Background: an optimization exercise with open tools, aiming at small area. Do not read the settings as production practice.
The RTL was checked by simulation tests, not by an equivalence proof against the original design.
No activity file was given, so power comes from the tool's default toggle rates.

==> design/flow/config.mk <==
export PLATFORM = sky130hd
export DESIGN_NAME = dlc_top
export DESIGN_NICKNAME = dlc_top
export VERILOG_FILES = /design/flow/design.v
export SDC_FILE = /design/flow/constraint.sdc
export NUM_CORES = 4
export LEC_CHECK = 0
export CAP_MARGIN = 35
export CORE_MARGIN = 2
export CORE_UTILIZATION = 35
export SLEW_MARGIN = 35
==> design/flow/run.sh <==
#!/bin/bash
# synth_recipe.tcl (not shown) runs the flow's synth.tcl, then flattens the netlist and writes it again
# the make line also repeats each setting of config.mk as NAME=value (left out here)
make -C /OpenROAD-flow-scripts/flow DESIGN_CONFIG=/design/flow/config.mk WORK_HOME=/design/flow/orfs CLKGATE_MAP_FILE= SYNTH_SCRIPT=/design/flow/synth_recipe.tcl finish
==> design/flow/design.v <==
module dlc_fifo #(parameter W = 32) (
	input clk, input reset_n,
	input wr_en, input rd_en,
	input [W-1:0] din,
	output [W-1:0] rdata,    
	output popped,           
	output [3:0] count,
	output empty, output full, output wr_err, output rd_err
);
	reg [3:0] cnt;
	reg [2:0] last, tail;    
	reg rd_q, werr_q, rerr_q;
	reg [W-1:0] mem [0:7];
	wire do_wr = wr_en & ~rd_en & ~cnt[3];
	wire do_rd = rd_en & ~wr_en & (cnt != 4'd0);
	always @(posedge clk or negedge reset_n) begin
		if (!reset_n) begin
			cnt <= 4'd0; last <= 3'd7; tail <= 3'd0;
			rd_q <= 1'b0; werr_q <= 1'b0; rerr_q <= 1'b0;
		end else begin
			if (do_wr) begin cnt <= cnt + 4'd1; tail <= tail + 3'd1; end
			if (do_rd) begin cnt <= cnt - 4'd1; last <= last + 3'd1; end
			rd_q <= do_rd;
			werr_q <= wr_en & ~rd_en & cnt[3];
			rerr_q <= rd_en & ~wr_en & (cnt == 4'd0);
		end
	end
	always @(posedge clk)
		if (do_wr) mem[tail] <= din;
	assign rdata = mem[last];
	assign popped = rd_q;
	assign count = cnt;
	assign empty = (cnt == 4'd0);
	assign full = cnt[3];
	assign wr_err = werr_q;
	assign rd_err = rerr_q;
endmodule
module dlc_top(clk, reset_n, M0_req, M0_wr, M0_address, M0_dout, M0_grant, F_interrupt, D_interrupt, M_din);
	input clk, reset_n;
	input M0_req, M0_wr;
	input [7:0] M0_address;
	input [31:0] M0_dout;
	output M0_grant;
	output F_interrupt;
	output D_interrupt;
	output [31:0] M_din;
	reg arb;                          
	wire M1_req, M1_wr;
	wire [7:0] M1_address;
	wire [31:0] M1_dout;
	always @(posedge clk or negedge reset_n)
		if (!reset_n) arb <= 1'b0;
		else if (!arb) arb <= ~M0_req & M1_req;
		else arb <= ~(~M1_req & M0_req);
	assign M0_grant = ~arb;
	wire S_wr = arb ? M1_wr : M0_wr;
	wire [7:0] S_address = arb ? M1_address : M0_address;
	wire [31:0] S_din = arb ? M1_dout : M0_dout;
	wire [3:0] off = S_address[3:0];
	wire sel0 = (S_address[7:4] == 4'h0);
	wire sel1 = (S_address[7:4] == 4'h1);
	wire sel2 = (S_address[7:5] == 3'b001);
	wire sel3 = (S_address[7:5] == 3'b010);
	reg sel1_q, selr_q, p2, p3;
	always @(posedge clk or negedge reset_n)
		if (!reset_n) begin sel1_q <= 1'b0; selr_q <= 1'b0; end
		else begin sel1_q <= sel1; selr_q <= sel0 | sel2 | sel3; end
	always @(posedge clk) begin p2 <= sel2; p3 <= sel3; end
	reg [31:0] mem [0:63];
	wire [5:0] maddr = {S_address[6], S_address[4:0]};
	always @(posedge clk)
		if ((sel2 | sel3) & S_wr) mem[maddr] <= S_din;
	wire d_wsel = sel0 & S_wr;
	reg [2:0] mstate;
	reg [2:0] m_next;
	wire d_op_done = (mstate == 3'd5);
	reg d_oc0, d_os0, d_push, d_done_q;
	reg [31:0] d_ien, d_src, d_dst, d_dsz, d_size, d_mode;
	wire d_op_clear = d_op_done & d_oc0;
	always @(posedge clk or negedge reset_n) begin
		if (!reset_n) begin
			d_oc0 <= 1'b0; d_os0 <= 1'b0; d_push <= 1'b0; d_done_q <= 1'b0;
			d_ien <= 32'd0; d_src <= 32'd0; d_dst <= 32'd0; d_dsz <= 32'd0;
			d_size <= 32'd0; d_mode <= 32'd0;
		end else if (d_op_clear) begin
			d_oc0 <= 1'b0; d_os0 <= 1'b0; d_push <= 1'b0; d_done_q <= 1'b0;
			d_ien <= 32'd0; d_src <= 32'd0; d_dst <= 32'd0; d_dsz <= 32'd0;
			d_size <= 32'd0; d_mode <= 32'd0;
		end else begin
			if (d_wsel && off == 4'h0) d_oc0 <= S_din[0];
			if (d_wsel && off == 4'h1) d_os0 <= S_din[0];
			if (d_wsel && off == 4'h2) d_ien <= S_din;
			if (d_wsel && off == 4'h3) d_src <= S_din;
			if (d_wsel && off == 4'h4) d_dst <= S_din;
			d_push <= d_wsel && off == 4'h5 && S_din[0];
			if (d_wsel && off == 4'h5 && S_din[0]) d_dsz <= d_dsz + 32'd1;
			else if (m_next == 3'd1) d_dsz <= d_dsz - 32'd1;
			if (d_wsel && off == 4'h7) d_size <= S_din;
			if (d_wsel && off == 4'h8) d_mode <= S_din;
			d_done_q <= d_op_done;
		end
	end
	assign D_interrupt = d_ien[0] & d_op_done;
	reg [31:0] d_rd;
	always @(*) begin
		d_rd = 32'd0;
		if (!S_wr)
			case (off)
				4'h2: d_rd = d_ien;
				4'h3: d_rd = d_src;
				4'h4: d_rd = d_dst;
				4'h6: d_rd = d_dsz;
				4'h7: d_rd = d_size;
				4'h8: d_rd = d_mode;
				4'h9: d_rd = {31'd0, d_done_q};
				default: d_rd = 32'd0;
			endcase
	end
	wire [47:0] df_rdata;
	wire df_popped;
	wire df_rd = (m_next == 3'd1);
	dlc_fifo #(.W(48)) u_dfifo(.clk(clk), .reset_n(reset_n), .wr_en(d_push), .rd_en(df_rd),
		.din({d_size, d_dst[7:0], d_src[7:0]}), .rdata(df_rdata), .popped(df_popped),
		.count(), .empty(), .full(), .wr_err(), .rd_err());
	wire [31:0] df_size = df_popped ? df_rdata[47:16] : 32'd0;
	reg [7:0] m_src, m_dst;
	reg [31:0] m_size;
	wire d_cnt_nz = (d_dsz[3:0] != 4'd0);
	wire m_size_nz = (m_size != 32'd0);
	wire df_size_nz = (df_size != 32'd0);
	wire M1_grant = arb;
	always @(*) begin
		case (mstate)
			3'd0: m_next = d_os0 ? 3'd1 : 3'd0;
			3'd1: m_next = df_size_nz ? 3'd2 : (d_cnt_nz ? 3'd1 : 3'd5);
			3'd2: m_next = M1_grant ? 3'd3 : 3'd2;
			3'd3: m_next = 3'd4;
			3'd4: m_next = m_size_nz ? 3'd3 : (d_cnt_nz ? 3'd1 : 3'd5);
			3'd5: m_next = d_op_clear ? 3'd0 : 3'd5;
			default: m_next = 3'd0;
		endcase
	end
	always @(posedge clk or negedge reset_n)
		if (!reset_n) mstate <= 3'd0;
		else mstate <= m_next;
	always @(posedge clk) begin
		case (mstate)
			3'd1: begin m_src <= df_rdata[7:0]; m_dst <= df_rdata[15:8]; m_size <= df_size; end
			3'd3: m_size <= m_size - 32'd1;
			3'd4: begin
				if (d_mode[0]) m_src <= m_src + 8'd1;
				if (d_mode[1] | d_mode[2]) m_dst <= m_dst + 8'd1;
			end
			default: ;
		endcase
	end
	assign M1_req = (mstate == 3'd2) | (mstate == 3'd3) | (mstate == 3'd4);
	assign M1_wr = (mstate == 3'd4);
	assign M1_address = (mstate == 3'd3) ? m_src : (mstate == 3'd4) ? m_dst : 8'd0;
	assign M1_dout = (mstate == 3'd4 && !d_mode[2]) ? M_din : 32'd0;
	localparam F_IDLE = 4'd0, F_POP = 4'd1, F_EXEC = 4'd2, F_PUSH1 = 4'd3, F_PUSH2 = 4'd4,
	           F_MW1 = 4'd5, F_MW2 = 4'd6, F_STOP1 = 4'd7, F_DONE = 4'd8, F_STOP2 = 4'd9;
	reg [3:0] fstate, f_next;
	wire f_wsel = sel1 & S_wr;
	wire f_rsel = sel1 & ~S_wr;
	wire f_rd4 = f_rsel & (off == 4'h4);
	reg f_oc0, f_oc1, f_ien, f_os0, f_nwr, f_done;
	reg [31:0] f_ndin;
	wire n_popped, n_empty, n_full, n_werr, n_rerr;
	wire [3:0] n_count;
	wire [31:0] n_rdata;
	dlc_fifo #(.W(32)) u_nfifo(.clk(clk), .reset_n(reset_n), .wr_en(f_nwr), .rd_en(f_next == F_POP),
		.din(f_ndin), .rdata(n_rdata), .popped(n_popped),
		.count(n_count), .empty(n_empty), .full(n_full), .wr_err(n_werr), .rd_err(n_rerr));
	wire [31:0] n_dout = n_popped ? n_rdata : 32'd0;
	reg [63:0] fac;
	reg [5:0] fmul;
	reg f_fod;
	wire r1_popped, r2_popped, r2_empty, r2_full, r2_werr, r2_rerr;
	wire [3:0] r1_count, r2_count;
	wire [31:0] r1_rdata, r2_rdata;
	dlc_fifo #(.W(32)) u_r1fifo(.clk(clk), .reset_n(reset_n), .wr_en(f_next == F_PUSH1), .rd_en(f_next == F_MW1),
		.din(fac[63:32]), .rdata(r1_rdata), .popped(r1_popped),
		.count(r1_count), .empty(), .full(), .wr_err(), .rd_err());
	dlc_fifo #(.W(32)) u_r2fifo(.clk(clk), .reset_n(reset_n), .wr_en(f_next == F_PUSH2), .rd_en(f_next == F_MW2),
		.din(fac[31:0]), .rdata(r2_rdata), .popped(r2_popped),
		.count(r2_count), .empty(r2_empty), .full(r2_full), .wr_err(r2_werr), .rd_err(r2_rerr));
	always @(*) begin
		case (fstate)
			F_IDLE: f_next = (f_os0 & ~n_empty) ? F_POP : F_IDLE;
			F_POP: f_next = F_EXEC;
			F_EXEC: f_next = f_fod ? F_PUSH1 : F_EXEC;
			F_PUSH1: f_next = F_PUSH2;
			F_PUSH2: f_next = (f_done & f_rd4) ? F_MW1 : f_done ? F_STOP1 : F_POP;
			F_MW1: f_next = (~r2_empty & f_rd4) ? F_MW2 : F_STOP2;
			F_STOP2: f_next = (~r2_empty & f_rd4) ? F_MW2 : F_STOP2;
			F_MW2: f_next = (~r2_empty & f_rd4) ? F_MW1 : r2_empty ? F_DONE : F_STOP1;
			F_STOP1: f_next = (~r2_empty & f_rd4) ? F_MW1 : F_STOP1;
			F_DONE: f_next = f_oc1 ? F_IDLE : F_DONE;
			default: f_next = F_IDLE;
		endcase
	end
	always @(posedge clk or negedge reset_n) begin
		if (!reset_n) begin
			fstate <= F_IDLE;
			f_oc0 <= 1'b0; f_oc1 <= 1'b0; f_ien <= 1'b0; f_os0 <= 1'b0; f_nwr <= 1'b0; f_done <= 1'b0;
		end else begin
			fstate <= f_next;
			f_oc0 <= f_wsel & (off == 4'h0) & (fstate == F_DONE) & S_din[0];
			f_oc1 <= f_wsel & (off == 4'h0) & (fstate == F_DONE) & (S_din == 32'd1);
			if (f_wsel && off == 4'h1 && !f_oc0) f_ien <= S_din[0];
			else if (f_oc0) f_ien <= 1'b0;
			f_os0 <= f_wsel & (off == 4'h2) & (fstate == F_IDLE) & ~f_oc0 & S_din[0];
			f_nwr <= f_wsel & (off == 4'h3) & (fstate == F_IDLE) & ~f_oc0;
			if (f_next == F_PUSH1 && n_empty && !f_oc0) f_done <= 1'b1;
			else if (f_oc0) f_done <= 1'b0;
		end
	end
	always @(posedge clk) f_ndin <= S_din;
	assign F_interrupt = f_ien & f_done;
	reg [1:0] mstate_x;      
	reg [1:0] mcount;
	reg m_op_done;
	reg [6:0] mx;            
	reg [67:0] uv;           
	wire m_step = (mstate_x == 2'd1) & (mcount != 2'd3);
	wire [2:0] dig = mx[2:0];
	wire d_zero = (dig == 3'b000) | (dig == 3'b111);
	wire d_two = (dig == 3'b011) | (dig == 3'b100);
	wire d_neg = dig[2] & ~d_zero;
	wire [63:0] bsel = d_zero ? 64'd0 : d_two ? {fac[62:0], 1'b0} : fac;
	wire [63:0] usum = {uv[67], uv[67], uv[67:6]} + (bsel ^ {64{d_neg}}) + {63'd0, d_neg};
	wire [63:0] mtp_result = uv[63:0];
	always @(posedge clk or negedge reset_n)
		if (!reset_n) mstate_x <= 2'd0;
		else case (mstate_x)
			2'd0: mstate_x <= (fstate == F_EXEC) ? 2'd1 : 2'd0;
			2'd1: mstate_x <= (mcount == 2'd3) ? 2'd2 : 2'd1;
			2'd2: mstate_x <= (fmul != 6'd2) ? 2'd0 : 2'd2;
			default: mstate_x <= 2'd0;
		endcase
	always @(posedge clk) begin
		m_op_done <= (mstate_x == 2'd1) & (mcount == 2'd3);
		if (mstate_x == 2'd0) begin
			mx <= {fmul, 1'b0};
			mcount <= 2'd0;
			uv <= 68'd0;
		end else if (m_step) begin
			mx <= {2'b00, mx[6:2]};
			mcount <= mcount + 2'd1;
			uv <= {usum[63:0], uv[5:2]};
		end
	end
	wire f_m2 = (fmul == 6'd2);
	wire f_mgt2 = (fmul > 6'd2);
	always @(posedge clk) begin
		case (fstate)
			F_POP: begin fac <= {32'd0, n_dout}; fmul <= n_dout[5:0] - 6'd1; f_fod <= 1'b0; end
			F_EXEC: begin
				if (f_m2 & m_op_done) begin fac <= mtp_result; f_fod <= 1'b1; end
				else if (m_op_done & f_mgt2) begin fac <= mtp_result; fmul <= fmul - 6'd1; f_fod <= 1'b0; end
				else if (fac < 64'd3) f_fod <= 1'b1;
				else f_fod <= 1'b0;
			end
			default: begin fac <= 64'd0; fmul <= 6'd0; f_fod <= 1'b0; end
		endcase
	end
	wire f_mw = (fstate == F_MW1) | (fstate == F_MW2);
	wire [4:0] r_total = {1'b0, r1_count} + {1'b0, r2_count};
	reg [31:0] f_rd;
	always @(*) begin
		if (f_rsel && off == 4'h3 && !f_mw) f_rd = n_dout;
		else if (fstate == F_MW1) f_rd = r1_popped ? r1_rdata : 32'd0;
		else if (fstate == F_MW2) f_rd = r2_popped ? r2_rdata : 32'd0;
		else if (f_rsel && off == 4'h5) f_rd = {28'd0, n_count};
		else if (f_rsel && off == 4'h6) f_rd = {28'd0, n_empty, n_full, n_rerr, n_werr};
		else if (f_rsel && off == 4'h7) f_rd = {27'd0, r_total};
		else if (f_rsel && off == 4'h8) f_rd = {28'd0, r2_empty, r2_full, r2_rerr, r2_werr};
		else if (f_rsel && off == 4'h9) f_rd = {31'd0, f_done};
		else f_rd = 32'd0;
	end
	reg [31:0] rq;
	wire ram_wr = (sel2 | sel3) & S_wr;
	wire ram_keep = (sel2 & p2) | (sel3 & p3);
	always @(posedge clk)
		if (ram_wr) rq <= ram_keep ? rq : 32'd0;
		else if (sel0) rq <= d_rd;
		else rq <= mem[maddr];
	assign M_din = sel1_q ? f_rd : (selr_q ? rq : 32'd0);
endmodule
==> design/flow/constraint.sdc <==
create_clock -name core_clock -period 20.0 [get_ports {clk}]
set_input_delay 4.0000 -clock core_clock [delete_from_list [all_inputs] [get_ports {clk}]]
set_output_delay 4.0000 -clock core_clock [all_outputs]
set_load 0.01 [all_outputs]
==> reports/results.tsv, run 1 <==
metric	value	unit
worst-path-max-fanout	21	
cts_buffers	368	
p_leak	56.0	nW
cp_top_family	compound AO/OA/AOI/OAI gates	
track_usage	0.192	
drive_above_1_share	0.210	
max_stage_delay	0.62	ns
tns	0	ns
cts_resized	0	
busiest_layer	met2	
use_met3	0.0514	
htree_levels	5	
yosys_most_used_dff	edfxtp_1	
clockBufferDepth	4	
crit_top_cell	clkdlybuf4s50_1	
finalHoldViolCount	0	
path_cells	clkdlybuf4s50_1, nor3_1, a31o_4, nand2_2, or3_1, o22a_1, a31oi_1, clkdlybuf4s50_1	
r2r_cells	24	
rsz0062_at_grt	no	
grt_max_degree	154	
synthCells	8554	
powerDensity	134	nW/um^2
yosys-top-cells-area	edfxtp_1 (66%), mux4_2 (12%), dfrtp_1 (4.1%), mux2i_1 (1.4%), dfxtp_1 (1.4%)	
slew_viol_final	0	
firstDrtPassIters	7	
worstSetupEndpointType	primary output	
drc	0	
clk_pin_slew_worst_paths	0.06	ns
use_met1	0.255	
avgRoutedWirePerCell	29.3	um
clk_latency	0.96	ns
yosysMostFrequentCell	edfxtp_1	
synth-edff-count	3356	
syn_area_per_cell	17.7	um^2
ir_drop	0.0899	mV
gr-usage-met2	0.305	
finClkSkew	0.0800	ns
maxCapViolCount	0	
portBuffers	78	
tightest_slew	1.01	ns
period_share	0.574	
postCtsSetupBuffers	0	
fmax	0.0871	GHz
min_period	11.48	ns
core_area	431000	um^2
setup_viol	0	
cts_root_buffer	clkbuf_16	
initial_core_util	0.352	
timing.final.ws_setup	8.52	ns
area_growth	14.1	%
antenna_found_initial	25	
vias	84400	
slew_headroom	0.330	
clock_sinks	3725	
place_hpwl	260	mm
routed_wirelength	434	mm
avgViaCountPerCell	5.69	
ys_seq_area_frac	0.722	
arrival	7.48	ns
yosys.area.top_type	edfxtp_1	
gr-total-overflow	0	
crit_type	primary input to primary output	
min_delay_path_depth	2	
post-place-ws	8.41	ns
syn-cell-area	152000	um^2
path_buf_inv	2	
syn-num-nets	8729	
start_kind	primary input	
cts_tree	yes	
dieWidth	662	um
yosys-top-cells-count	edfxtp_1 (3356), mux4_2 (800), nand2_1 (539), nor2_1 (454), clkbuf_1 (344)	
crit_slowest_cell	a31o_4	
place.gp.congestion	0.910	
rows	241	
die_area	439000	um^2
ys_warn_count	3	
fin_nets	8979	
initialDrtViolationCount	10800	
hold_path_class	register to register	
drtAntennaViolNets	0	
grt_pass1_vias	83600	
die_h	662	um
num_io_pins	79	
synth_cell_types	92	
synth_top_area_frac	0.664	
synthArstFlopShare	0.0703	
grt_pass1_wl	616	mm
cts_hold_buf	0	
outcome	complete, no violations	
cp.required	16.00	ns
synth-seq-cells	3725	
cp.depth	8	
## per-layer routing
layer / up-vias / wire length, um
met3: 683 / 43500
met5: - / 232
met4: 12 / 17300
li1: 35100 / -
met1: 44700 / 171000
met2: 3907 / 202000
## registers in the layout, indices dropped and copies added, names as in the netlist, 64 cells and up
| register | count |
|---|---|
| u_nfifo.mem | 256 |
| fac | 64 |
| uv | 68 |
| u_dfifo.mem | 384 |
| u_r2fifo.mem | 256 |
| u_r1fifo.mem | 256 |
| mem | 2048 |
## stage by stage
stage	utilization	total power (W)	hold WS (ns)	instance area (um^2)	instances
floorplan	-	0.0138	0.419	152000	8554
global placement	0.373	0.0163	0.443	161000	14100
detailed placement	0.373	0.0165	0.451	161000	14100
CTS	0.401	0.0233	0.459	173000	14800
global route	0.402	0.0241	0.477	173000	14800
finish	0.402	0.0233	0.461	173000	14800
## worst min-delay path: cells and delay by family, from the launching register on
family           cells  cell delay, ns
and+or+nand+nor      2            0.11
DFF                  1            0.31
## cells by family (layout without fill, tap and decap cells)
logic type | after synthesis | after routing | synth area share
flip-flops | 3725 | 3725 | 0.722
AO/OA/AOI/OAI | 1380 | 1380 | 0.0597
XOR/XNOR | 223 | 223 | 0.0129
buffers and inverters | 578 | 1127 | 0.0153
adder cells (fa/ha/maj) | 131 | 131 | 0.0111
multiplexers | 1057 | 1057 | 0.136
other | 1 | 10 | 0.0000247
AND/OR/NAND/NOR | 1459 | 1459 | 0.0433
## where the power goes
group | switching [W] | internal (W) | total [W] | leakage (nW)
clock network | 0.00296 | 0.00390 | 0.00686 | 5.78
logic | 0.00408 | 0.00232 | 0.00641 | 15.0
registers | 0.000634 | 0.00938 | 0.0100 | 35.2
## cells in the final DEF (no fill, tap or decap), drive strengths merged, types with 137 or more instances in the layout
| cell | netlist | routed |
|---|---|---|
| nand2 | 541 | 541 |
| mux4 | 800 | 800 |
| a21oi | 269 | 269 |
| nor2 | 454 | 454 |
| mux2i | 216 | 216 |
| edfxtp | 3356 | 3356 |
| o21ai | 259 | 259 |
| dfrtp | 250 | 250 |
| clkinv | 0 | 153 |
| buf | 157 | 304 |
| clkbuf | 344 | 456 |
| nand3 | 137 | 137 |
| a22oi | 210 | 210 |
| a211oi | 181 | 181 |
## worst paths after layout
check	from	endpoint	slack (ns)
min	uv[0]	uv[0]	0.46
min in group asynchronous	reset_n	u_r2fifo.cnt[0]	2.94
max	M0_address[2]	M_din[2]	8.52
max in group asynchronous	reset_n	u_dfifo.tail[2]	15.82
min reg2reg	uv[0]	uv[0]	0.46
max reg2reg	mstate[1]	d_dsz[31]	12.09
## area by class of cell
class | instances | area, um^2
Fill cell | 38300 | 258000
Sequential cell | 3725 | 110000
Multi-Input combinational cell | 4251 | 41000
Clock buffer | 456 | 9720
Tap cell | 5710 | 7140
Timing Repair Buffer | 381 | 3380
Clock inverter | 213 | 2110
Inverter | 77 | 292
Antenna cell | 9 | 22.5
==> run 2, diff against run 1 <==
--- a/design/flow/design.v
+++ b/design/flow/design.v
@@ -29,3 +29,10 @@
 		if (do_wr) mem[tail] <= din;
-	assign rdata = mem[last];
+	reg [W-1:0] rd_or;
+	integer j;
+	always @(*) begin
+		rd_or = {W{1'b0}};
+		for (j = 0; j < 8; j = j + 1)
+			rd_or = rd_or | (mem[j] & {W{last == j}});
+	end
+	assign rdata = rd_or;
 	assign popped = rd_q;
@@ -47,2 +54,3 @@
 	reg arb;                          
+	reg [31:0] rq;                    
 	wire M1_req, M1_wr;
@@ -77,3 +85,5 @@
 	reg d_oc0, d_os0, d_push, d_done_q;
-	reg [31:0] d_ien, d_src, d_dst, d_dsz, d_size, d_mode;
+	reg [31:0] d_dsz;
+	reg [31:0] d_ien_r, d_src_r, d_dst_r, d_size_r, d_mode_r;
+	reg v_ien, v_src, v_dst, v_size, v_mode;
 	wire d_op_clear = d_op_done & d_oc0;
@@ -82,8 +92,8 @@
 			d_oc0 <= 1'b0; d_os0 <= 1'b0; d_push <= 1'b0; d_done_q <= 1'b0;
-			d_ien <= 32'd0; d_src <= 32'd0; d_dst <= 32'd0; d_dsz <= 32'd0;
-			d_size <= 32'd0; d_mode <= 32'd0;
+			d_dsz <= 32'd0;
+			v_ien <= 1'b0; v_src <= 1'b0; v_dst <= 1'b0; v_size <= 1'b0; v_mode <= 1'b0;
 		end else if (d_op_clear) begin
 			d_oc0 <= 1'b0; d_os0 <= 1'b0; d_push <= 1'b0; d_done_q <= 1'b0;
-			d_ien <= 32'd0; d_src <= 32'd0; d_dst <= 32'd0; d_dsz <= 32'd0;
-			d_size <= 32'd0; d_mode <= 32'd0;
+			d_dsz <= 32'd0;
+			v_ien <= 1'b0; v_src <= 1'b0; v_dst <= 1'b0; v_size <= 1'b0; v_mode <= 1'b0;
 		end else begin
@@ -91,5 +101,5 @@
 			if (d_wsel && off == 4'h1) d_os0 <= S_din[0];
-			if (d_wsel && off == 4'h2) d_ien <= S_din;
-			if (d_wsel && off == 4'h3) d_src <= S_din;
-			if (d_wsel && off == 4'h4) d_dst <= S_din;
+			if (d_wsel && off == 4'h2) v_ien <= 1'b1;
+			if (d_wsel && off == 4'h3) v_src <= 1'b1;
+			if (d_wsel && off == 4'h4) v_dst <= 1'b1;
 			d_push <= d_wsel && off == 4'h5 && S_din[0];
@@ -97,4 +107,4 @@
 			else if (m_next == 3'd1) d_dsz <= d_dsz - 32'd1;
-			if (d_wsel && off == 4'h7) d_size <= S_din;
-			if (d_wsel && off == 4'h8) d_mode <= S_din;
+			if (d_wsel && off == 4'h7) v_size <= 1'b1;
+			if (d_wsel && off == 4'h8) v_mode <= 1'b1;
 			d_done_q <= d_op_done;
@@ -102,2 +112,14 @@
 	end
+	always @(posedge clk) begin
+		if (d_wsel && off == 4'h2) d_ien_r <= S_din;
+		if (d_wsel && off == 4'h3) d_src_r <= S_din;
+		if (d_wsel && off == 4'h4) d_dst_r <= S_din;
+		if (d_wsel && off == 4'h7) d_size_r <= S_din;
+		if (d_wsel && off == 4'h8) d_mode_r <= S_din;
+	end
+	wire [31:0] d_ien = d_ien_r & {32{v_ien}};
+	wire [31:0] d_src = d_src_r & {32{v_src}};
+	wire [31:0] d_dst = d_dst_r & {32{v_dst}};
+	wire [31:0] d_size = d_size_r & {32{v_size}};
+	wire [31:0] d_mode = d_mode_r & {32{v_mode}};
 	assign D_interrupt = d_ien[0] & d_op_done;
@@ -124,3 +146,3 @@
 		.count(), .empty(), .full(), .wr_err(), .rd_err());
-	wire [31:0] df_size = df_popped ? df_rdata[47:16] : 32'd0;
+	wire [31:0] df_size = df_rdata[47:16];
 	reg [7:0] m_src, m_dst;
@@ -129,3 +151,3 @@
 	wire m_size_nz = (m_size != 32'd0);
-	wire df_size_nz = (df_size != 32'd0);
+	wire df_size_nz = df_popped & (df_size != 32'd0);
 	wire M1_grant = arb;
@@ -167,3 +189,2 @@
 	reg f_oc0, f_oc1, f_ien, f_os0, f_nwr, f_done;
-	reg [31:0] f_ndin;
 	wire n_popped, n_empty, n_full, n_werr, n_rerr;
@@ -172,3 +193,3 @@
 	dlc_fifo #(.W(32)) u_nfifo(.clk(clk), .reset_n(reset_n), .wr_en(f_nwr), .rd_en(f_next == F_POP),
-		.din(f_ndin), .rdata(n_rdata), .popped(n_popped),
+		.din(rq), .rdata(n_rdata), .popped(n_popped),
 		.count(n_count), .empty(n_empty), .full(n_full), .wr_err(n_werr), .rd_err(n_rerr));
@@ -218,3 +239,2 @@
 	end
-	always @(posedge clk) f_ndin <= S_din;
 	assign F_interrupt = f_ien & f_done;
@@ -281,3 +301,9 @@
 	end
-	reg [31:0] rq;
+	reg [31:0] memrd;
+	integer j;
+	always @(*) begin
+		memrd = 32'd0;
+		for (j = 0; j < 64; j = j + 1)
+			memrd = memrd | (mem[j] & {32{maddr == j}});
+	end
 	wire ram_wr = (sel2 | sel3) & S_wr;
@@ -287,3 +313,4 @@
 		else if (sel0) rq <= d_rd;
-		else rq <= mem[maddr];
+		else if (sel1) rq <= S_din;
+		else rq <= memrd;
 	assign M_din = sel1_q ? f_rd : (selr_q ? rq : 32'd0);
==> design/flow/flow/run.sh (new file) <==
#!/bin/bash
# Standard layout (the standard.sh, unchanged synthesis and steps) with one change to clock
# tree synthesis: clkbuf_8 buffers, sink clusters of at most 16 flops within 60 um, and no
# dummy loads. Each step's full log stays in orfs/logs/; make's own output goes to standard.log.
set -euo pipefail
export CTS_ARGS="-sink_clustering_enable -repair_clock_nets -dont_use_dummy_load -buf_list sky130_fd_sc_hd__clkbuf_8 -sink_clustering_size 16 -sink_clustering_max_diameter 60"
bash standard.sh > standard.log 2>&1
==> design/flow/standard.sh (new file) <==
#!/bin/bash
# synth_recipe.tcl (not shown) runs the flow's synth.tcl, then flattens the netlist and writes it again
# the make line also repeats each setting of config.mk as NAME=value (left out here)
make -C /OpenROAD-flow-scripts/flow DESIGN_CONFIG=/design/flow/config.mk WORK_HOME=/design/flow/orfs CLKGATE_MAP_FILE= SYNTH_SCRIPT=/design/flow/synth_recipe.tcl "${@:-finish}"
--- a/design/flow/config.mk
+++ b/design/flow/config.mk
@@ -7,5 +7,6 @@
 export LEC_CHECK = 0
-export CAP_MARGIN = 35
+export CAP_MARGIN = 10
 export CORE_MARGIN = 2
-export CORE_UTILIZATION = 35
-export SLEW_MARGIN = 35
+export CORE_UTILIZATION = 65
+export PLACE_DENSITY = 0.75
+export SLEW_MARGIN = 10
removed: design/flow/run.sh
==> reports/results.tsv, run 2 <==
metric	value	unit	change
avgRoutedWirePerCell	42.1	um	was 29.3 um
min_period	12.93	ns	was 11.48 ns
gr-total-overflow	0		unchanged
outcome	finished with violations		was complete, no violations
drive_above_1_share	0.131		was 0.210
place.gp.congestion	0.965		was 0.910
clk_latency	1.16	ns	was 0.96 ns
rsz0062_at_grt	no		unchanged
synth_top_area_frac	0.723		was 0.664
postCtsSetupBuffers	0		unchanged
antenna_found_initial	42		was 25
grt_pass1_wl	707	mm	was 616 mm
core_area	224000	um^2	was 431000 um^2
yosys-top-cells-area	edfxtp_1 (72%), a22oi_1 (3.8%), mux2_2 (2.1%), dfrtp_1 (1.6%), a221oi_1 (1.5%)		was edfxtp_1 (66%), mux4_2 (12%), dfrtp_1 (4.1%), mux2i_1 (1.4%), dfxtp_1 (1.4%)
synthArstFlopShare	0.0289		was 0.0703
syn-num-nets	9320		was 8729
cp.required	16.00	ns	about the same
portBuffers	78		unchanged
p_leak	50.5	nW	was 56.0 nW
drc	0		unchanged
synth_cell_types	99		was 92
yosys-top-cells-count	edfxtp_1 (3516), a22oi_1 (730), clkbuf_1 (428), nand2_1 (421), a21oi_1 (335)		was edfxtp_1 (3356), mux4_2 (800), nand2_1 (539), nor2_1 (454), clkbuf_1 (344)
yosys.area.top_type	edfxtp_1		unchanged
finalHoldViolCount	0		unchanged
avgViaCountPerCell	7.87		was 5.69
clock_sinks	3698		was 3725
synth-seq-cells	3698		was 3725
slew_viol_final	2		was 0
fin_nets	9522		was 8979
ir_drop	0.118	mV	was 0.0899 mV
arrival	8.93	ns	was 7.48 ns
synthCells	9132		was 8554
num_io_pins	79		unchanged
wl_met2	216	mm	was 202 mm
setup_viol	0		unchanged
synth-edff-count	3516		was 3356
fin_util	0.700		was 0.402
min_delay_path_depth	2		unchanged
worst-path-max-fanout	33		was 21
largest_reg_flops	2048		unchanged
yosys_most_used_dff	edfxtp_1		unchanged
firstDrtPassIters	10		was 7
track_usage	0.449		was 0.192
fillers	14300		was 38300
cts_tree	yes		unchanged
start_kind	primary input		unchanged
cts_resized	0		unchanged
final_common_cell	edfxtp_1		unchanged
failed_layout_checks	max-capacitance violations, max-slew violations		
drtAntennaViolNets	0		unchanged
ys_seq_area_frac	0.751		was 0.722
tns	0	ns	unchanged
ys_warn_count	3		unchanged
highest_layer	met5		unchanged
die_area	229000	um^2	was 439000 um^2
reg_top3	mem (2048), u_dfifo.mem (384)		unchanged
die_h	478	um	was 662 um
finClkSkew	0.113	ns	was 0.0800 ns
syn_area_per_cell	16.0	um^2	was 17.7 um^2
yosysMostFrequentCell	edfxtp_1		unchanged
cts_buffers	292		was 368
clk_pin_slew_worst_paths	0.05	ns	was 0.06 ns
final_cells	12400		was 14800
place_hpwl	307	mm	was 260 mm
slew_headroom	-0.0204		was 0.330
wl_met1	166	mm	was 171 mm
placed_cells	12000		was 14100
register_area	110000	um^2	about the same
multi_input_area	35300	um^2	was 41000 um^2
initialDrtViolationCount	19000		was 10800
dieWidth	478	um	was 662 um
layout_common_cells	edfxtp_1 (3516), a22oi_1 (730), nand2_1 (418), buf_4 (369), a21oi_1 (334)		was edfxtp_1 (3356), mux4_2 (800), nand2_1 (528), clkbuf_16 (374), nor2_1 (367)
fmax	0.0774	GHz	was 0.0871 GHz
r2r_cells	22		was 24
clockBufferDepth	4		unchanged
tightest_slew	1.52	ns	was 1.01 ns
htree_levels	5		unchanged
area_growth	7.34	%	was 14.1%
period_share	0.646		was 0.574
routed_wirelength	520	mm	was 434 mm
worstSetupEndpointType	primary output		unchanged
powerDensity	113	nW/um^2	was 134 nW/um^2
cts_root_buffer	clkbuf_8		was clkbuf_16
crit_type	primary input to primary output		unchanged
rows	174		was 241
hold_path_class	register to register		unchanged
fin_total_pwr	0.0178	W	was 0.0233 W
regMostFlops	mem		unchanged
initial_core_util	0.652		was 0.352
vias	97200		was 84400
grt_pass1_vias	89800		was 83600
syn-cell-area	146000	um^2	was 152000 um^2
grt_max_degree	72		was 154
cts_hold_buf	0		unchanged
wl_met3	90.2	mm	was 43.5 mm
maxCapViolCount	2		was 0
==> run 2: per-layer routing <==
layer  up-vias  track usage
met5         -      0.00798
met4        51        0.315
met3      2435        0.184
met2      9708        0.629
met1     47700        0.572
li1      37300            -
==> run 2: per-stage QoR <==
step | hold slack (ns) | cell area [um^2] | setup WS (ns)
after detailed placement | 0.456 | 153000 | 7.36
after global placement | 0.444 | 153000 | 7.30
after CTS | 0.458 | 157000 | 7.34
after global routing | 0.482 | 157000 | 7.18
final | 0.458 | 157000 | 7.07
after floorplan | 0.409 | 146000 | 10.07
==> run 2: final cells by class <==
type	count	share of cell area
multi-input combinational	4800	0.225
tap	2992	0.0239
sequential	3698	0.700
timing repair buffer	447	0.0227
antenna	27	0.000431
clock buffer	292	0.0256
inverter	95	0.00227
==> run 2: power breakdown <==
group	internal [W]	switching, W	leakage [nW]	total (W)
Sequential	0.00922	0.000446	34.2	0.00967
Clock	0.00132	0.00233	2.10	0.00364
Combinational	0.00131	0.00317	14.1	0.00448
Total	0.0118	0.00595	50.5	0.0178
==> run 2: cells by family after synthesis <==
logic type,Yosys count,share of synthesized area
AO/OA/AOI/OAI,2421,0.123
XOR/XNOR,211,0.0127
adder cells (fa/ha/maj),144,0.0127
buffers and inverters,634,0.0167
flip-flops,3698,0.751
multiplexers,342,0.0258
other,1,0.0000257
AND/OR/NAND/NOR,1681,0.0579
==> run 2: worst max-delay path, cell delays in order <==
cell,delay (ns)
clkdlybuf4s50_1,0.53
nor2b_1,0.23
a221oi_2,0.12
nand2b_2,0.22
buf_4,0.31
nor3_2,0.77
and3_1,0.82
a21oi_1,0.22
nor2b_1,0.22
o21ai_0,0.77
clkdlybuf4s50_1,0.70
==> run 2: path summary, 6_finish.rpt <==
kind | start | to | slack (ns)
setup reg to reg | u_r2fifo.last[2] | d_dsz[30] | 12.57
hold / removal | uv[66] | uv[66] | 0.46
min in group asynchronous | reset_n | arb | 2.85
setup / recovery | M0_address[4] | M_din[1] | 7.07
hold reg to reg | uv[66] | uv[66] | 0.46
max in group asynchronous | reset_n | d_dsz[17] | 15.80
==> run 3, diff against run 2 <==
--- a/design/flow/design.v
+++ b/design/flow/design.v
@@ -7,3 +7,4 @@
 	output [3:0] count,
-	output empty, output full, output wr_err, output rd_err
+	output empty, output full, output wr_err, output rd_err,
+	output [2:0] tail_o, output [2:0] last_o
 );
@@ -43,2 +44,4 @@
 	assign rd_err = rerr_q;
+	assign tail_o = tail;
+	assign last_o = last;
 endmodule
@@ -145,3 +148,3 @@
 		.din({d_size, d_dst[7:0], d_src[7:0]}), .rdata(df_rdata), .popped(df_popped),
-		.count(), .empty(), .full(), .wr_err(), .rd_err());
+		.count(), .empty(), .full(), .wr_err(), .rd_err(), .tail_o(), .last_o());
 	wire [31:0] df_size = df_rdata[47:16];
@@ -194,3 +197,3 @@
 		.din(rq), .rdata(n_rdata), .popped(n_popped),
-		.count(n_count), .empty(n_empty), .full(n_full), .wr_err(n_werr), .rd_err(n_rerr));
+		.count(n_count), .empty(n_empty), .full(n_full), .wr_err(n_werr), .rd_err(n_rerr), .tail_o(), .last_o());
 	wire [31:0] n_dout = n_popped ? n_rdata : 32'd0;
@@ -199,11 +202,23 @@
 	reg f_fod;
-	wire r1_popped, r2_popped, r2_empty, r2_full, r2_werr, r2_rerr;
-	wire [3:0] r1_count, r2_count;
-	wire [31:0] r1_rdata, r2_rdata;
-	dlc_fifo #(.W(32)) u_r1fifo(.clk(clk), .reset_n(reset_n), .wr_en(f_next == F_PUSH1), .rd_en(f_next == F_MW1),
-		.din(fac[63:32]), .rdata(r1_rdata), .popped(r1_popped),
-		.count(r1_count), .empty(), .full(), .wr_err(), .rd_err());
+	wire r2_popped, r2_empty, r2_full, r2_werr, r2_rerr;
+	wire [3:0] r2_count;
+	wire [2:0] r2_tail, r2_last;
+	wire [31:0] r2_rdata;
 	dlc_fifo #(.W(32)) u_r2fifo(.clk(clk), .reset_n(reset_n), .wr_en(f_next == F_PUSH2), .rd_en(f_next == F_MW2),
 		.din(fac[31:0]), .rdata(r2_rdata), .popped(r2_popped),
-		.count(r2_count), .empty(r2_empty), .full(r2_full), .wr_err(r2_werr), .rd_err(r2_rerr));
+		.count(r2_count), .empty(r2_empty), .full(r2_full), .wr_err(r2_werr), .rd_err(r2_rerr),
+		.tail_o(r2_tail), .last_o(r2_last));
+	reg [31:0] rhi [0:7];
+	always @(posedge clk)
+		if ((f_next == F_PUSH1) & ~r2_full) rhi[r2_tail] <= fac[63:32];
+	wire [2:0] r1_idx = r2_last + 3'd1;
+	reg [31:0] r1_rdata;
+	integer ri;
+	always @(*) begin
+		r1_rdata = 32'd0;
+		for (ri = 0; ri < 8; ri = ri + 1)
+			r1_rdata = r1_rdata | (rhi[ri] & {32{r1_idx == ri}});
+	end
+	wire r1_ahead = (fstate == F_PUSH1) & ~r2_full;
+	wire r1_behind = (fstate == F_MW1) | (fstate == F_STOP2);
 	always @(*) begin
@@ -288,3 +303,3 @@
 	wire f_mw = (fstate == F_MW1) | (fstate == F_MW2);
-	wire [4:0] r_total = {1'b0, r1_count} + {1'b0, r2_count};
+	wire [4:0] r_total = {r2_count, 1'b0} + {4'd0, r1_ahead} - {4'd0, r1_behind};
 	reg [31:0] f_rd;
@@ -292,3 +307,3 @@
 		if (f_rsel && off == 4'h3 && !f_mw) f_rd = n_dout;
-		else if (fstate == F_MW1) f_rd = r1_popped ? r1_rdata : 32'd0;
+		else if (fstate == F_MW1) f_rd = r1_rdata;
 		else if (fstate == F_MW2) f_rd = r2_popped ? r2_rdata : 32'd0;
--- a/design/flow/config.mk
+++ b/design/flow/config.mk
@@ -9,4 +9,4 @@
 export CORE_MARGIN = 2
-export CORE_UTILIZATION = 65
-export PLACE_DENSITY = 0.75
+export CORE_UTILIZATION = 55
+export PLACE_DENSITY = 0.65
 export SLEW_MARGIN = 10
==> reports/results.tsv, run 3 <==
metric	value	unit	change
syn-num-nets	9246		was 9320
place.gp.congestion	0.975		was 0.965
rows	188		was 174
finalHoldViolCount	0		unchanged
synthArstFlopShare	0.0260		was 0.0289
grt_max_degree	76		was 72
cts_root_buffer	clkbuf_8		unchanged
yosys-top-cells-area	edfxtp_1 (73%), a22oi_1 (3.8%), a222oi_1 (1.7%), dfrtp_1 (1.5%), a22o_1 (1.4%)		was edfxtp_1 (72%), a22oi_1 (3.8%), mux2_2 (2.1%), dfrtp_1 (1.6%), a221oi_1 (1.5%)
hold_path_class	register to register		unchanged
synth-seq-cells	3687		was 3698
clockBufferDepth	4		unchanged
p_clk_frac	0.201		was 0.205
clock_sinks	3687		was 3698
cts_tree	yes		unchanged
failed_layout_checks	max-capacitance violations, max-slew violations		unchanged
clk_pin_slew_worst_paths	0.09	ns	was 0.05 ns
hold_start	uv[4]		was uv[66]
synth_cell_types	102		was 99
grt_pass1_wl	696	mm	was 707 mm
drtAntennaViolNets	0		unchanged
tns	0	ns	unchanged
synth_top_area_frac	0.729		was 0.723
area_growth	7.70	%	was 7.34%
timing.final.ws_setup	6.95	ns	was 7.07 ns
yosys.area.top_type	edfxtp_1		unchanged
cts_hold_buf	0		unchanged
firstDrtPassIters	12		was 10
ir_drop	0.0807	mV	was 0.118 mV
dieWidth	517	um	was 478 um
use_met1	0.502		was 0.572
vias	93500		was 97200
slew_viol_final	3		was 2
tightest_slew	1.60	ns	was 1.52 ns
avgRoutedWirePerCell	40.1	um	was 42.1 um
yosys-top-cells-count	edfxtp_1 (3516), a22oi_1 (734), nand2_1 (491), clkbuf_1 (434), a21oi_1 (303)		was edfxtp_1 (3516), a22oi_1 (730), clkbuf_1 (428), nand2_1 (421), a21oi_1 (335)
setup_viol	0		unchanged
worstSetupEndpointType	primary output		unchanged
p_leak	49.6	nW	was 50.5 nW
reg_top3	mem (2048), u_dfifo.mem (384)		unchanged
postCtsSetupBuffers	0		unchanged
final_common_cell	edfxtp_1		unchanged
clk_latency	1.14	ns	was 1.16 ns
largest_reg_flops	2048		unchanged
antenna_found_initial	39		was 42
powerDensity	118	nW/um^2	was 113 nW/um^2
maxCapViolCount	1		was 2
p_int	0.0120	W	was 0.0118 W
gr-usage-met2	0.564		was 0.629
drc	0		unchanged
finClkSkew	0.113	ns	about the same
avgViaCountPerCell	7.33		was 7.87
yosys_most_used_dff	edfxtp_1		unchanged
syn-cell-area	145000	um^2	was 146000 um^2
regMostFlops	mem		unchanged
cts_resized	0		unchanged
cts_buffers	299		was 292
drive_above_1_share	0.119		was 0.131
combPwrFrac	0.269		was 0.252
crit_start	M0_address[2]		was M0_address[4]
layout_common_cells	edfxtp_1 (3516), a22oi_1 (734), nand2_1 (489), buf_4 (333), a21oi_1 (303)		was edfxtp_1 (3516), a22oi_1 (730), nand2_1 (418), buf_4 (369), a21oi_1 (334)
fin_util	0.595		was 0.700
ys_warn_count	3		unchanged
fmax	0.0766	GHz	was 0.0774 GHz
initial_core_util	0.552		was 0.652
grt_pass1_vias	87200		was 89800
core_area	262000	um^2	was 224000 um^2
worst-path-max-fanout	11		was 33
gr-total-overflow	0		unchanged
track_usage	0.377		was 0.449
synth-edff-count	3516		unchanged
rsz0062_at_grt	no		unchanged
syn_area_per_cell	16.0	um^2	about the same
ys_seq_area_frac	0.756		was 0.751
routed_wirelength	512	mm	was 520 mm
r2r-start	arb		was u_r2fifo.last[2]
slew_headroom	-0.0799		was -0.0204
synthCells	9070		was 9132
arrival	9.05	ns	was 8.93 ns
swShare	0.347		was 0.334
fin_nets	9400		was 9522
period_share	0.652		was 0.646
min_period	13.05	ns	was 12.93 ns
crit_type	primary input to primary output		unchanged
start_kind	primary input		unchanged
switchingPower	0.00636	W	was 0.00595 W
die_area	268000	um^2	was 229000 um^2
pwr-share-seq	0.529		was 0.543
num_io_pins	79		unchanged
outcome	finished with violations		unchanged
post-place-ws	7.28	ns	was 7.36 ns
initialDrtViolationCount	17000		was 19000
cp.required	16.00	ns	about the same
busiest_layer	met2		unchanged
portBuffers	78		unchanged
yosysMostFrequentCell	edfxtp_1		unchanged
place_hpwl	300	mm	was 307 mm
die_h	517	um	was 478 um
use_met3	0.101		was 0.184
htree_levels	5		unchanged
fin_hold_ws	0.454	ns	was 0.458 ns
fillers	19600		was 14300
-- run 3: cell types whose count changed after synthesis, moves of 16 or more --
cell      change
a21oi_1      -32
a221oi_1     -33
a222oi_1     +40
a31oi_1      +29
buf_1        +16
inv_1        -20
mux2_2      -104
mux2i_1      -26
nand2_1      +70
nand3_1      +30
nor2_1       -47
o21ai_0      -17
-- run 3: cell families (layout without fill, tap and decap cells) --
family	after synthesis	after routing	share of synthesized area
mux	218	218	0.0167
simple gates	1727	1727	0.0590
fa+ha+maj	132	132	0.0117
buf+inv	636	788	0.0171
compound gates	2457	2457	0.127
xor+xnor	212	212	0.0128
other cells	1	17	0.0000259
flops	3687	3687	0.756
-- run 3: layout make-up --
type	instances	area (um^2)	share of cell area
Timing Repair Buffer	412	3300	0.0211
Inverter	77	289	0.00185
Multi-Input combinational cell	4747	34400	0.220
Tap cell	3515	4400	0.0282
Sequential cell	3687	110000	0.702
Antenna cell	16	40.0	0.000257
Clock buffer	299	4120	0.0264
-- run 3: critical path, stage by stage --
cell	delay (ns)
clkdlybuf4s50_1	0.46
a2bb2oi_1	0.64
nand3_1	0.72
nor3_2	0.88
nand2_1	0.74
o22ai_1	0.38
nand2_1	0.08
o21ai_0	0.41
clkdlybuf4s50_1	0.72
-- run 3: worst paths after layout --
kind,slack [ns],depth (start not counted),to
setup / recovery,6.95,9,M_din[4]
hold / removal,0.45,2,uv[2]
setup reg to reg,11.18,24,d_dsz[31]
hold reg to reg,0.45,2,uv[2]
max in group asynchronous,15.63,2,sel1_q
min in group asynchronous,2.99,1,arb
-- run 3: per-layer routing --
metal	up-vias	wire, um
met5	-	143
met4	24	35700
met3	1430	69900
met2	7377	226000
met1	47600	179000
li1	37100	-
-- run 3: stage by stage --
stage | std cells | power [W] | area, um^2
2_1_floorplan | 9070 | 0.0123 | 145000
3_3_place_gp | 12400 | 0.0145 | 152000
3_5_place_dp | 12400 | 0.0146 | 152000
4_1_cts | 12700 | 0.0181 | 156000
5_1_grt | 12700 | 0.0188 | 156000
6_report | 12800 | 0.0183 | 156000
-- run 3: power by group through the flow --
stage,clock (W),combinational (W),sequential [W]
global route,0.00395,0.00512,0.00974
floorplan,0,0.00269,0.00962
CTS,0.00369,0.00476,0.00969
global placement,0,0.00469,0.00984
finish,0.00369,0.00494,0.00971
detailed placement,0,0.00475,0.00986
==> run 4, diff against run 3 <==
--- a/design/flow/design.v
+++ b/design/flow/design.v
@@ -1 +1,53 @@
+module dlc_onehot #(parameter N = 3) (input [N-1:0] a, output [(1<<N)-1:0] y);
+	genvar i;
+	generate for (i = 0; i < (1 << N); i = i + 1) begin : g
+		assign y[i] = (a == i);
+	end endgenerate
+endmodule
+module dlc_andor #(parameter K = 8, parameter W = 32) (input [K*W-1:0] d, input [K-1:0] s, output [W-1:0] y);
+	reg [W-1:0] r;
+	integer j;
+	always @(*) begin
+		r = {W{1'b0}};
+		for (j = 0; j < K; j = j + 1)
+			r = r | (d[W*j +: W] & {W{s[j]}});
+	end
+	assign y = r;
+endmodule
+module dlc_add #(parameter W = 64) (input [W-1:0] a, input [W-1:0] b, input ci, output [W-1:0] s);
+	wire [W:0] c;
+	assign c[0] = ci;
+	genvar i;
+	generate for (i = 0; i < W; i = i + 1) begin : g
+		assign c[i+1] = (a[i] & b[i]) | (c[i] & (a[i] ^ b[i]));
+	end endgenerate
+	assign s = a ^ b ^ c[W-1:0];
+endmodule
+module dlc_step #(parameter W = 32) (input [W-1:0] a, input dec, output [W-1:0] s);
+	wire [W:0] c;
+	assign c[0] = 1'b1;
+	genvar i;
+	generate for (i = 0; i < W; i = i + 1) begin : g
+		assign c[i+1] = c[i] & (a[i] ^ dec);
+	end endgenerate
+	assign s = a ^ c[W-1:0];
+endmodule
+module dlc_inc #(parameter W = 8) (input [W-1:0] a, output [W-1:0] s);
+	wire [W:0] c;
+	assign c[0] = 1'b1;
+	genvar i;
+	generate for (i = 0; i < W; i = i + 1) begin : g
+		assign c[i+1] = c[i] & a[i];
+	end endgenerate
+	assign s = a ^ c[W-1:0];
+endmodule
+module dlc_dec #(parameter W = 8) (input [W-1:0] a, output [W-1:0] s);
+	wire [W:0] c;
+	assign c[0] = 1'b1;
+	genvar i;
+	generate for (i = 0; i < W; i = i + 1) begin : g
+		assign c[i+1] = c[i] & ~a[i];
+	end endgenerate
+	assign s = a ^ c[W-1:0];
+endmodule
 module dlc_fifo #(parameter W = 32) (
@@ -30,10 +82,10 @@
 		if (do_wr) mem[tail] <= din;
-	reg [W-1:0] rd_or;
-	integer j;
-	always @(*) begin
-		rd_or = {W{1'b0}};
-		for (j = 0; j < 8; j = j + 1)
-			rd_or = rd_or | (mem[j] & {W{last == j}});
-	end
-	assign rdata = rd_or;
+	wire [7:0] last_sel;
+	wire [8*W-1:0] mem_flat;
+	genvar gi;
+	generate for (gi = 0; gi < 8; gi = gi + 1) begin : gf
+		assign mem_flat[W*gi +: W] = mem[gi];
+	end endgenerate
+	dlc_onehot #(.N(3)) u_dec(.a(last), .y(last_sel));
+	dlc_andor #(.K(8), .W(W)) u_rd(.d(mem_flat), .s(last_sel), .y(rdata));
 	assign popped = rd_q;
@@ -89,2 +141,4 @@
 	reg [31:0] d_dsz;
+	wire [31:0] d_dsz_step;
+	dlc_step #(.W(32)) u_dsz_step(.a(d_dsz), .dec(~(d_wsel && off == 4'h5 && S_din[0])), .s(d_dsz_step));
 	reg [31:0] d_ien_r, d_src_r, d_dst_r, d_size_r, d_mode_r;
@@ -108,4 +162,3 @@
 			d_push <= d_wsel && off == 4'h5 && S_din[0];
-			if (d_wsel && off == 4'h5 && S_din[0]) d_dsz <= d_dsz + 32'd1;
-			else if (m_next == 3'd1) d_dsz <= d_dsz - 32'd1;
+			if ((d_wsel && off == 4'h5 && S_din[0]) || m_next == 3'd1) d_dsz <= d_dsz_step;
 			if (d_wsel && off == 4'h7) v_size <= 1'b1;
@@ -153,2 +206,7 @@
 	wire d_cnt_nz = (d_dsz[3:0] != 4'd0);
+	wire [31:0] m_size_dec;
+	wire [7:0] m_src_inc, m_dst_inc;
+	dlc_dec #(.W(32)) u_msize_dec(.a(m_size), .s(m_size_dec));
+	dlc_inc #(.W(8)) u_msrc_inc(.a(m_src), .s(m_src_inc));
+	dlc_inc #(.W(8)) u_mdst_inc(.a(m_dst), .s(m_dst_inc));
 	wire m_size_nz = (m_size != 32'd0);
@@ -173,6 +231,6 @@
 			3'd1: begin m_src <= df_rdata[7:0]; m_dst <= df_rdata[15:8]; m_size <= df_size; end
-			3'd3: m_size <= m_size - 32'd1;
+			3'd3: m_size <= m_size_dec;
 			3'd4: begin
-				if (d_mode[0]) m_src <= m_src + 8'd1;
-				if (d_mode[1] | d_mode[2]) m_dst <= m_dst + 8'd1;
+				if (d_mode[0]) m_src <= m_src_inc;
+				if (d_mode[1] | d_mode[2]) m_dst <= m_dst_inc;
 			end
@@ -214,9 +272,11 @@
 	wire [2:0] r1_idx = r2_last + 3'd1;
-	reg [31:0] r1_rdata;
-	integer ri;
-	always @(*) begin
-		r1_rdata = 32'd0;
-		for (ri = 0; ri < 8; ri = ri + 1)
-			r1_rdata = r1_rdata | (rhi[ri] & {32{r1_idx == ri}});
-	end
+	wire [31:0] r1_rdata;
+	wire [7:0] r1_sel;
+	wire [255:0] rhi_flat;
+	genvar ri;
+	generate for (ri = 0; ri < 8; ri = ri + 1) begin : grh
+		assign rhi_flat[32*ri +: 32] = rhi[ri];
+	end endgenerate
+	dlc_onehot #(.N(3)) u_r1dec(.a(r1_idx), .y(r1_sel));
+	dlc_andor #(.K(8), .W(32)) u_r1rd(.d(rhi_flat), .s(r1_sel), .y(r1_rdata));
 	wire r1_ahead = (fstate == F_PUSH1) & ~r2_full;
@@ -266,3 +326,4 @@
 	wire [63:0] bsel = d_zero ? 64'd0 : d_two ? {fac[62:0], 1'b0} : fac;
-	wire [63:0] usum = {uv[67], uv[67], uv[67:6]} + (bsel ^ {64{d_neg}}) + {63'd0, d_neg};
+	wire [63:0] usum;
+	dlc_add #(.W(64)) u_uadd(.a({uv[67], uv[67], uv[67:6]}), .b(bsel ^ {64{d_neg}}), .ci(d_neg), .s(usum));
 	wire [63:0] mtp_result = uv[63:0];
@@ -289,10 +350,14 @@
 	wire f_m2 = (fmul == 6'd2);
-	wire f_mgt2 = (fmul > 6'd2);
+	wire f_mgt2 = (fmul[5:2] != 4'd0) | (fmul[1] & fmul[0]);
+	wire f_lt3 = (fac[63:2] == 62'd0) & ~(fac[1] & fac[0]);
+	wire [5:0] fmul_dec, n_dec;
+	dlc_dec #(.W(6)) u_fmul_dec(.a(fmul), .s(fmul_dec));
+	dlc_dec #(.W(6)) u_n_dec(.a(n_dout[5:0]), .s(n_dec));
 	always @(posedge clk) begin
 		case (fstate)
-			F_POP: begin fac <= {32'd0, n_dout}; fmul <= n_dout[5:0] - 6'd1; f_fod <= 1'b0; end
+			F_POP: begin fac <= {32'd0, n_dout}; fmul <= n_dec; f_fod <= 1'b0; end
 			F_EXEC: begin
 				if (f_m2 & m_op_done) begin fac <= mtp_result; f_fod <= 1'b1; end
-				else if (m_op_done & f_mgt2) begin fac <= mtp_result; fmul <= fmul - 6'd1; f_fod <= 1'b0; end
-				else if (fac < 64'd3) f_fod <= 1'b1;
+				else if (m_op_done & f_mgt2) begin fac <= mtp_result; fmul <= fmul_dec; f_fod <= 1'b0; end
+				else if (f_lt3) f_fod <= 1'b1;
 				else f_fod <= 1'b0;
@@ -316,9 +381,11 @@
 	end
-	reg [31:0] memrd;
-	integer j;
-	always @(*) begin
-		memrd = 32'd0;
-		for (j = 0; j < 64; j = j + 1)
-			memrd = memrd | (mem[j] & {32{maddr == j}});
-	end
+	wire [31:0] memrd;
+	wire [63:0] msel;
+	wire [2047:0] mem_flat;
+	genvar mi;
+	generate for (mi = 0; mi < 64; mi = mi + 1) begin : gm
+		assign mem_flat[32*mi +: 32] = mem[mi];
+	end endgenerate
+	dlc_onehot #(.N(6)) u_mdec(.a(maddr), .y(msel));
+	dlc_andor #(.K(64), .W(32)) u_mrd(.d(mem_flat), .s(msel), .y(memrd));
 	wire ram_wr = (sel2 | sel3) & S_wr;
==> design/flow/flow/run.sh (replaced) <==
#!/bin/bash
# Standard layout (the standard.sh: unchanged synthesis script and steps) with two changes:
# - port buffers are buf_1 cells (every input and output still gets its own buffer);
# - clock tree synthesis uses clkbuf_8 buffers, sink clusters of at most 16 flops within
#   60 um, and no dummy loads.
# Each step's full log stays in orfs/logs/; make's own output goes to standard.log.
set -euo pipefail
export BUFFER_PORTS_ARGS="-buffer_cell sky130_fd_sc_hd__buf_1"
export CTS_ARGS="-sink_clustering_enable -repair_clock_nets -dont_use_dummy_load -buf_list sky130_fd_sc_hd__clkbuf_8 -sink_clustering_size 16 -sink_clustering_max_diameter 60"
bash standard.sh > standard.log 2>&1
--- a/design/flow/config.mk
+++ b/design/flow/config.mk
@@ -7,6 +7,7 @@
 export LEC_CHECK = 0
-export CAP_MARGIN = 10
+export CAP_MARGIN = 20
 export CORE_MARGIN = 2
-export CORE_UTILIZATION = 55
-export PLACE_DENSITY = 0.65
-export SLEW_MARGIN = 10
+export CORE_UTILIZATION = 45
+export PLACE_DENSITY = 0.6
+export SLEW_MARGIN = 20
+export SYNTH_HIERARCHICAL = 1
==> reports/results.tsv, run 4 <==
metric	value	unit	change
worst-path-max-fanout	7		was 11
area_growth	7.75	%	was 7.70%
place_area	149000	um^2	was 152000 um^2
drtAntennaViolNets	0		unchanged
ir_drop	0.0818	mV	was 0.0807 mV
rsz0062_at_grt	yes		was no
syn_area_per_cell	16.9	um^2	was 16.0 um^2
timing.final.ws_setup	-3.21	ns	was 6.95 ns
powerDensity	115	nW/um^2	was 118 nW/um^2
largest_reg_flops	2048		unchanged
fin_util	0.487		was 0.595
synthCells	8416		was 9070
final_area	153000	um^2	was 156000 um^2
routed_wirelength	425	mm	was 512 mm
core_area	315000	um^2	was 262000 um^2
track_usage	0.258		was 0.377
place_hpwl	247	mm	was 300 mm
arrival	24.11	ns	was 9.05 ns
failed_layout_checks	negative setup slack		was max-capacitance violations, max-slew violations
syn-cell-area	142000	um^2	was 145000 um^2
hold_path_class	register to register		unchanged
cp.required	20.90	ns	was 16.00 ns
place.gp.congestion	0.925		was 0.975
firstDrtPassIters	9		was 12
portBuffers	78		unchanged
clock_sinks	3687		unchanged
initialDrtViolationCount	11000		was 17000
die_h	567	um	was 517 um
postCtsSetupBuffers	0		unchanged
r2r_cells	71		was 24
outcome	finished with violations		unchanged
slew_headroom	0.176		was -0.0799
p_leak	48.8	nW	was 49.6 nW
worstSetupEndpointType	register		was primary output
clockBufferDepth	4		unchanged
fin_total_pwr	0.0176	W	was 0.0183 W
layout_common_cells	edfxtp_1 (3516), a22oi_1 (763), a22o_1 (543), a221oi_1 (519), nand2_1 (447)		was edfxtp_1 (3516), a22oi_1 (734), nand2_1 (489), buf_4 (333), a21oi_1 (303)
clk_latency	1.10	ns	was 1.14 ns
tightest_slew	1.24	ns	was 1.60 ns
period_share	1.16		was 0.652
tns	-19.48	ns	was 0 ns
die_area	321000	um^2	was 268000 um^2
crit_type	register to register		was primary input to primary output
dieWidth	567	um	was 517 um
grt_max_degree	77		was 76
ys_warn_count	12		was 3
finClkSkew	0.118	ns	was 0.113 ns
grt_pass1_vias	79000		was 87200
maxCapViolCount	0		was 1
setup_viol	11		was 0
fmax	0.0431	GHz	was 0.0766 GHz
finalHoldViolCount	0		unchanged
num_io_pins	79		unchanged
avgViaCountPerCell	6.50		was 7.33
start_kind	register		was primary input
slew_viol_final	0		was 3
crit_top_cell	fa_2		
drive_above_1_share	0.118		was 0.119
cts_tree	yes		unchanged
min_period	23.21	ns	was 13.05 ns
avgRoutedWirePerCell	33.3	um	was 40.1 um
min_delay_path_depth	2		unchanged
final_common_cell	edfxtp_1		unchanged
max_stage_delay	0.50	ns	was 0.88 ns
antenna_found_initial	27		was 39
htree_levels	5		unchanged
clk_pin_slew_worst_paths	0.10	ns	was 0.09 ns
cts_hold_buf	0		unchanged
cts_buffers	299		unchanged
gr-total-overflow	0		unchanged
initial_core_util	0.452		was 0.552
reg_top3	mem (2048), u_dfifo.mem (384)		unchanged
cts_root_buffer	clkbuf_8		unchanged
syn-num-nets	8592		was 9246
vias	83000		was 93500
regMostFlops	mem		unchanged
fin_nets	8774		was 9400
fin_hold_ws	0.464	ns	was 0.454 ns
rows	206		was 188
grt_pass1_wl	598	mm	was 696 mm
drc	0		unchanged
crit_slowest_cell	edfxtp_1		was nor3_2
[run 4: through the flow]
step	std cells	setup WS, ns
6_report	12800	-3.21
4_1_cts	12700	-3.21
3_3_place_gp	12400	-3.36
2_1_floorplan	8416	-2.76
5_1_grt	12800	-3.61
3_5_place_dp	12400	-3.49
[run 4: routing by layer]
layer	GRT usage	wire length, um	up-vias
met2	0.404	196000	4485
met4	0.111	20500	12
li1	-	-	34700
met5	0	345	-
met3	0.0567	43300	815
met1	0.347	165000	43100
[run 4: area by class of cell]
cell class | instances | area, um^2
Multi-Input combinational cell | 4083 | 31100
Sequential cell | 3687 | 109000
Timing Repair Buffer | 393 | 2920
Fill cell | 26100 | 162000
Antenna cell | 24 | 60.1
Tap cell | 4160 | 5200
Clock buffer | 299 | 4120
Inverter | 134 | 503
[run 4: worst max-delay path, delay by kind of cell, from the launching register on]
family | cells | cell delay [ns]
compound gates | 3 | 0.28
simple gates | 2 | 0.18
buf+inv | 2 | 0.10
fa+ha+maj | 63 | 21.78
flops | 1 | 0.50
xor+xnor | 1 | 0.20
[run 4: path summary, 6_finish.rpt]
path / from / slack, ns / end
setup / recovery: mx[2] / -3.21 / uv[67]
hold / removal: uv[4] / 0.46 / uv[2]
setup reg to reg: mx[2] / -3.21 / uv[67]
hold reg to reg: uv[4] / 0.46 / uv[2]
max in group asynchronous: reset_n / 15.63 / d_dsz[22]
min in group asynchronous: reset_n / 2.96 / u_dfifo.tail[2]
[run 4: where the power goes]
group          total (W)  internal [W]  switching [W]
logic            0.00411       0.00107        0.00303
clock network    0.00367       0.00134        0.00233
registers        0.00984       0.00934       0.000493
[run 4: what timing repair did]
item	in CTS	in global routing
endpoints found under the setup margin	11	12
resized for setup	11	2
gates cloned	0	0
pin swaps	3	1
==> run 5, diff against run 4 <==
--- a/design/flow/config.mk
+++ b/design/flow/config.mk
@@ -7,3 +7,3 @@
 export LEC_CHECK = 0
-export CAP_MARGIN = 20
+export CAP_MARGIN = 35
 export CORE_MARGIN = 2
@@ -11,3 +11,3 @@
 export PLACE_DENSITY = 0.6
-export SLEW_MARGIN = 20
+export SLEW_MARGIN = 35
 export SYNTH_HIERARCHICAL = 1
==> reports/results.tsv, run 5 <==
metric	value	unit	change
outcome	finished with violations		unchanged
failed_layout_checks	negative setup slack		unchanged
initialDrtViolationCount	11100		was 11000
dieWidth	567	um	unchanged
maxCapViolCount	0		unchanged
start_kind	register		unchanged
clk_latency	1.09	ns	was 1.10 ns
ir_drop	0.0881	mV	was 0.0818 mV
hold_path_class	register to register		unchanged
fmax	0.0430	GHz	was 0.0431 GHz
final_cells	12800		about the same
slew_headroom	0.364		was 0.176
rsz0062_at_grt	yes		unchanged
crit_path_end	uv[67]		unchanged
fin_util	0.489		was 0.487
powerDensity	114	nW/um^2	was 115 nW/um^2
vias	83100		was 83000
timing.final.ws_setup	-3.27	ns	was -3.21 ns
tightest_slew	0.955	ns	was 1.24 ns
placed_cells	12500		was 12400
syn_area_per_cell	16.9	um^2	unchanged
die_area	321000	um^2	unchanged
rows	206		unchanged
drc	0		unchanged
p_leak	49.0	nW	was 48.8 nW
avgViaCountPerCell	6.49		was 6.50
antenna_found_initial	30		was 27
syn-cell-area	142000	um^2	unchanged
crit_top_cell	fa_2		unchanged
place.gp.congestion	0.925		unchanged
die_h	567	um	unchanged
cp.required	20.86	ns	was 20.90 ns
slew_viol_final	0		unchanged
r2r-start	mx[1]		was mx[2]
regMostFlops	mem		unchanged
arrival	24.13	ns	was 24.11 ns
max_stage_delay	0.41	ns	was 0.50 ns
portBuffers	78		unchanged
track_usage	0.258		about the same
worst-path-max-fanout	2		was 7
fin_total_pwr	0.0176	W	about the same
htree_levels	5		unchanged
clockBufferDepth	4		unchanged
min_period	23.27	ns	was 23.21 ns
drtAntennaViolNets	0		unchanged
synthCells	8416		unchanged
finalHoldViolCount	0		unchanged
cts_buffers	295		was 299
cts_tree	yes		unchanged
reg_top3	mem (2048), u_dfifo.mem (384)		unchanged
crit_slowest_cell	edfxtp_1		unchanged
r2r_end	uv[67]		unchanged
grt_pass1_wl	598	mm	about the same
worstSetupEndpointType	register		unchanged
setup_viol	11		unchanged
gr-total-overflow	0		unchanged
grt_max_degree	77		unchanged
crit_start	mx[1]		was mx[2]
place_hpwl	249	mm	was 247 mm
area_growth	8.17	%	was 7.75%
rrSetupSlack	-3.27	ns	was -3.21 ns
clock_sinks	3687		unchanged
finClkSkew	0.133	ns	was 0.118 ns
avgRoutedWirePerCell	33.2	um	was 33.3 um
initial_core_util	0.452		unchanged
final_common_cell	edfxtp_1		unchanged
cts_root_buffer	clkbuf_8		unchanged
num_io_pins	79		unchanged
routed_wirelength	425	mm	about the same
fin_hold_ws	0.475	ns	was 0.464 ns
layout_common_cells	edfxtp_1 (3516), a22oi_1 (763), a22o_1 (543), a221oi_1 (519), nand2_1 (444)		was edfxtp_1 (3516), a22oi_1 (763), a22o_1 (543), a221oi_1 (519), nand2_1 (447)
ys_warn_count	12		unchanged
grt_pass1_vias	79200		was 79000
period_share	1.16		about the same
r2r_cells	72		was 71
tns	-20.06	ns	was -19.48 ns
clk_pin_slew_worst_paths	0.11	ns	was 0.10 ns
syn-num-nets	8592		unchanged
crit_type	register to register		unchanged
drive_above_1_share	0.121		was 0.118
core_area	315000	um^2	unchanged
fin_nets	8795		was 8774
firstDrtPassIters	6		was 9
largest_reg_flops	2048		unchanged
-- run 5: worst max-delay path: cells and delay by family (launching register included) --
kind	cells	cell delay, ns
buf+inv	2	0.12
compound gates	4	0.42
flops	1	0.41
xor+xnor	1	0.18
fa+ha+maj	63	21.77
simple gates	2	0.15
-- run 5: worst min-delay path by stage --
stage / from / endpoint / slack (ns) / cells after the start
5_1_grt: mcount[1] / mcount[1] / 0.48 / 2
3_5_place_dp: f_oc0 / f_done / 0.45 / 1
6_report: f_oc0 / f_done / 0.47 / 1
3_3_place_gp: uv[0] / uv[0] / 0.45 / 2
4_1_cts: f_oc0 / f_done / 0.46 / 1
2_1_floorplan: f_oc0 / f_done / 0.43 / 1
-- run 5: where the power goes --
group | switching [W] | internal, W | total (W) | leakage, nW
Sequential | 0.000494 | 0.00933 | 0.00983 | 34.4
Clock | 0.00232 | 0.00132 | 0.00365 | 2.12
Combinational | 0.00305 | 0.00111 | 0.00416 | 12.5
Total | 0.00587 | 0.0118 | 0.0176 | 49.0
-- run 5: metrics by stage --
stage	setup WS [ns]	instance area (um^2)
3_5_place_dp	-3.49	150000
2_1_floorplan	-2.76	143000
5_1_grt	-3.69	154000
4_1_cts	-3.26	154000
6_report	-3.27	154000
3_3_place_gp	-3.36	149000
-- run 5: final cells by class --
cell class,instances,area [um^2]
sequential,3687,109000
antenna,18,45.0
multi-input combinational,4083,31200
fill,26100,161000
tap,4160,5200
inverter,134,503
clock buffer,295,4060
timing repair buffer,418,3550
-- run 5: what timing repair did --
action	CTS	global route
setup endpoints to repair	11	12
gates resized for setup	5	0
hold buffers	0	0
buffers inserted	0	1
pin swaps	1	0
-- run 5: metal layers --
metal  global-route usage  vias up  part of all wire
li1                     -    34700                 -
met1                0.349    43100              0.39
met2                0.401     4414              0.46
met3               0.0552      821             0.099
met4                0.117       18             0.051
met5                    0        -           0.00031

Re-timed with assumed drivers on the ports (clkbuf_16 on the clock, buf_2 on other inputs), run 5 has -3.268 ns of setup slack against -3.268 ns with ideal ports, and -3.268 ns once port delays also move by the mid clock arrival of 1.119 ns.
